This is an optimization exercise on Yosys and OpenROAD, whose aim is small area, not a production implementation. Only simulation tests tie the RTL to the original design; equivalence was not proved. Power figures rest on the tool's default switching activity, not on a simulated workload.

==> trial 38 <==
// cpu65xx
module cpu65xx(clk, enable, reset, nmi_n, irq_n, so_n, din, dout, addr, we, debugOpcode, debugPc, debugA, debugX, debugY, debugS);
  input clk;
  wire clk;
  input enable;
  wire enable;
  input reset;
  wire reset;
  input nmi_n;
  wire nmi_n;
  input irq_n;
  wire irq_n;
  input so_n;
  wire so_n;
  input [7:0] din;
  wire [7:0] din;
  output [7:0] dout;
  wire [7:0] dout;
  output [15:0] addr;
  reg [15:0] addr;
  output we;
  wire we;
  output [7:0] debugOpcode;
  reg [7:0] debugOpcode;
  output [15:0] debugPc;
  reg [15:0] debugPc;
  output [7:0] debugA;
  reg [7:0] debugA;
  output [7:0] debugX;
  reg [7:0] debugX;
  output [7:0] debugY;
  reg [7:0] debugY;
  output [7:0] debugS;
  reg [7:0] debugS;
  wire [7:0] _0000_;
  wire _0001_;
  wire _0002_;
  wire _0003_;
  wire _0004_;
  wire _0005_;
  wire _0006_;
  wire _0007_;
  wire _0008_;
  wire _0009_;
  wire _0010_;
  wire _0011_;
  wire _0012_;
  wire _0013_;
  wire _0014_;
  wire _0015_;
  wire _0016_;
  wire _0017_;
  wire _0018_;
  wire _0019_;
  wire _0020_;
  wire _0021_;
  wire _0022_;
  wire _0023_;
  ...
export LEC_CHECK = 0
export CAP_MARGIN = 20
export CORE_MARGIN = 2
export CORE_UTILIZATION = 65
export SLEW_MARGIN = 20
create_clock -name core_clock -period 10.0 [get_ports {clk}]
standard.sh (not shown) runs the stock make flow with config.mk's settings and CLKGATE_MAP_FILE= SYNTH_SCRIPT=/design/flow/synth_recipe.tcl, a recipe that flattens the netlist after the stock synthesis.
==> flow/flow/run.sh <==
#!/bin/bash
# Standard ORFS layout (the standard.sh), with two changes:
#  - the port buffers are the smallest buffer (buf_1) instead of the
#    default choice;
#  - clock tree synthesis inserts no dummy loads.
set -euo pipefail
export BUFFER_PORTS_ARGS="-buffer_cell sky130_fd_sc_hd__buf_1"
export CTS_ARGS="-sink_clustering_enable -repair_clock_nets -dont_use_dummy_load"
bash standard.sh > standard.log 2>&1
==> trial 37: changes against trial 38 <==
CORE_UTILIZATION = 40   (was 65)
==> results.py <==
metrics = {
    "global_routing": {
        "grt_pass1_wl_um": 54480,
    },
    "finish": {
        "multi_input_area_share_pct": 60.87,
        "design_area_um2": 10500,
    },
    "drt": {
        "met1_length_um": 13720,
    },
    "floorplanning": {
        "num_rows": 44,
    },
    "status": {
        "outcome": "finished clean",
    },
    "sta": {
        "post-route-min-period_ns": 9.465,
    },
}
(the above is from trial 38)
==> results.py <==
metrics = {
    "finish": {
        "seq_area_um2": 2863,
        "multi_input_area_share_pct": 59.64,
        "design_area_um2": 10710,
    },
    "global_routing": {
        "grt_pass1_wl_um": 56250,
    },
    "status": {
        "outcome": "finished clean",
    },
    "floorplanning": {
        "die_w_um": 160.6,
        "num_rows": 57,
    },
    "cts": {
        "cts_made_buffers": 9,
    },
    "sta": {
        "post-route-min-period_ns": 9.483,
    },
    "drt": {
        "met1_length_um": 16050,
    },
}
(the above is from trial 37)

---

==> onyx: inputs <==
cpu65xx again, from the RTL that the note above started with.
==> flow/design.v (excerpt) <==
module cpu65xx(clk, enable, reset, nmi_n, irq_n, so_n, din, dout, addr, we, debugOpcode, debugPc, debugA, debugX, debugY, debugS);
  input clk;
  wire clk;
  input enable;
  wire enable;
  input reset;
  wire reset;
  input nmi_n;
  wire nmi_n;
  input irq_n;
  wire irq_n;
  input so_n;
  wire so_n;
  input [7:0] din;
  wire [7:0] din;
  output [7:0] dout;
  wire [7:0] dout;
  output [15:0] addr;
  reg [15:0] addr;
  output we;
  wire we;
  output [7:0] debugOpcode;
  reg [7:0] debugOpcode;
  output [15:0] debugPc;
  reg [15:0] debugPc;
  output [7:0] debugA;
  reg [7:0] debugA;
  output [7:0] debugX;
  reg [7:0] debugX;
  output [7:0] debugY;
  reg [7:0] debugY;
  output [7:0] debugS;
  reg [7:0] debugS;
  wire [7:0] _0000_;
  wire _0001_;
  wire _0002_;
  wire _0003_;
  wire _0004_;
  wire _0005_;
  wire _0006_;
  wire _0007_;
  wire _0008_;
  wire _0009_;
  wire _0010_;
  wire _0011_;
  wire _0012_;
  wire _0013_;
  wire _0014_;
  wire _0015_;
  wire _0016_;
  wire _0017_;
  wire _0018_;
  wire _0019_;
  wire _0020_;
  wire _0021_;
  wire _0022_;
  wire _0023_;
  wire _0024_;
  wire _0025_;
  wire _0026_;
  wire _0027_;
  wire _0028_;
  wire _0029_;
  wire _0030_;
  wire _0031_;
  wire _0032_;
  wire _0033_;
  wire _0034_;
  wire _0035_;
  wire _0036_;
  wire _0037_;
  wire _0038_;
  wire _0039_;
  wire _0040_;
  wire _0041_;
  wire _0042_;
  wire _0043_;
  wire _0044_;
  wire _0045_;
  wire _0046_;
  wire _0047_;
  wire _0048_;
  wire _0049_;
  wire _0050_;
  wire _0051_;
  wire _0052_;
  wire _0053_;
  wire _0054_;
  wire _0055_;
  wire _0056_;
  wire _0057_;
  wire _0058_;
  wire _0059_;
  wire _0060_;
  wire _0061_;
  wire _0062_;
  wire _0063_;
  wire _0064_;
  wire _0065_;
  wire _0066_;
  wire _0067_;
  wire _0068_;
  wire _0069_;
  ...
export LEC_CHECK = 0
export ABC_AREA = 1
export CAP_MARGIN = 20
export CORE_MARGIN = 2
export CORE_UTILIZATION = 65
export SLEW_MARGIN = 20
create_clock -name core_clock -period 10.0 [get_ports {clk}]
Scripts as last shown in full above: flow/flow/run.sh
==> inputs of tundra, as changes to onyx <==
Settings changed: ABC_AREA 1 to unset, CORE_UTILIZATION 65 to 55.
==> inputs of umber, as changes to onyx <==
==> flow/flow/run.sh (replaced) <==
#!/bin/bash
# Standard ORFS layout (the standard.sh), with two changes:
#  - the port buffers are the smallest buffer (buf_1) instead of the
#    default choice;
#  - clock tree synthesis uses clkbuf_8 and inserts no dummy loads.
set -euo pipefail
export BUFFER_PORTS_ARGS="-buffer_cell sky130_fd_sc_hd__buf_1"
export CTS_ARGS="-sink_clustering_enable -repair_clock_nets -dont_use_dummy_load -buf_list sky130_fd_sc_hd__clkbuf_8"
bash standard.sh > standard.log 2>&1
==> notes <==
- In onyx the first-iteration DRC count is higher than in tundra, by 27%.
- Maximum frequency: tundra < umber < onyx.
- Of onyx and tundra, tundra has the higher area after synthesis (gap 3.4%, measured against tundra).
- Utilization, highest first: onyx, umber, tundra.
- Of umber and tundra, tundra has the higher die area (gap about 18%, measured against tundra).
- Between onyx and tundra, the lower total power is in onyx (gap about 2.5%, measured against tundra).
- tundra produced a clean layout. umber produced a clean layout. onyx completed with no timing, DRC or antenna violations.
- Combinational power is about the same in umber and onyx.
- Clock power, lowest first: umber, tundra, onyx.
- Of tundra and umber, umber has the higher via count (gap 1.3%, measured against umber).

-- port drivers added, routing unchanged --
How much do the figures lean on ideal ports? The routed layouts below were timed once more, with nothing changed but the port constraints. Step 1: set_driving_cell puts a clkbuf_16 on clk and a buf_2 on each other input, an assumption about the parent block. Step 2 also shifts input and output timing later by t, the mid clock arrival at the registers, as if the neighbouring blocks saw the same clock. Three values: ideal ports, drivers, drivers and shift; two values: the first two.
run	shift t [ns]	setup slack, ns	hold slack, ns	clock arrival spread, ns	pins driven straight from the clock port
trial 38	0.400	0.535 / 0.535 / 0.535	0.477 / 0.477 / 0.477	0.023 / 0.022	1
trial 37	0.398	0.517 / 0.516 / 0.516	0.478 / 0.478 / 0.478	0.029 / 0.029	1
onyx	0.404	0.993 / 0.946 / 1.093	0.504 / 0.504 / 0.504	0.023 / 0.023	1
tundra	0.399	0.499 / 0.499 / 0.499	0.500 / 0.500 / 0.500	0.026 / 0.025	1
umber	0.436	0.968 / 0.925 / 1.133	0.513 / 0.513 / 0.513	0.035 / 0.036	1
After both steps every run listed still meets setup and hold. The setup slack of trial 37, which loses most, moves by -0.001 ns with the drivers and by -0.001 ns with both steps.
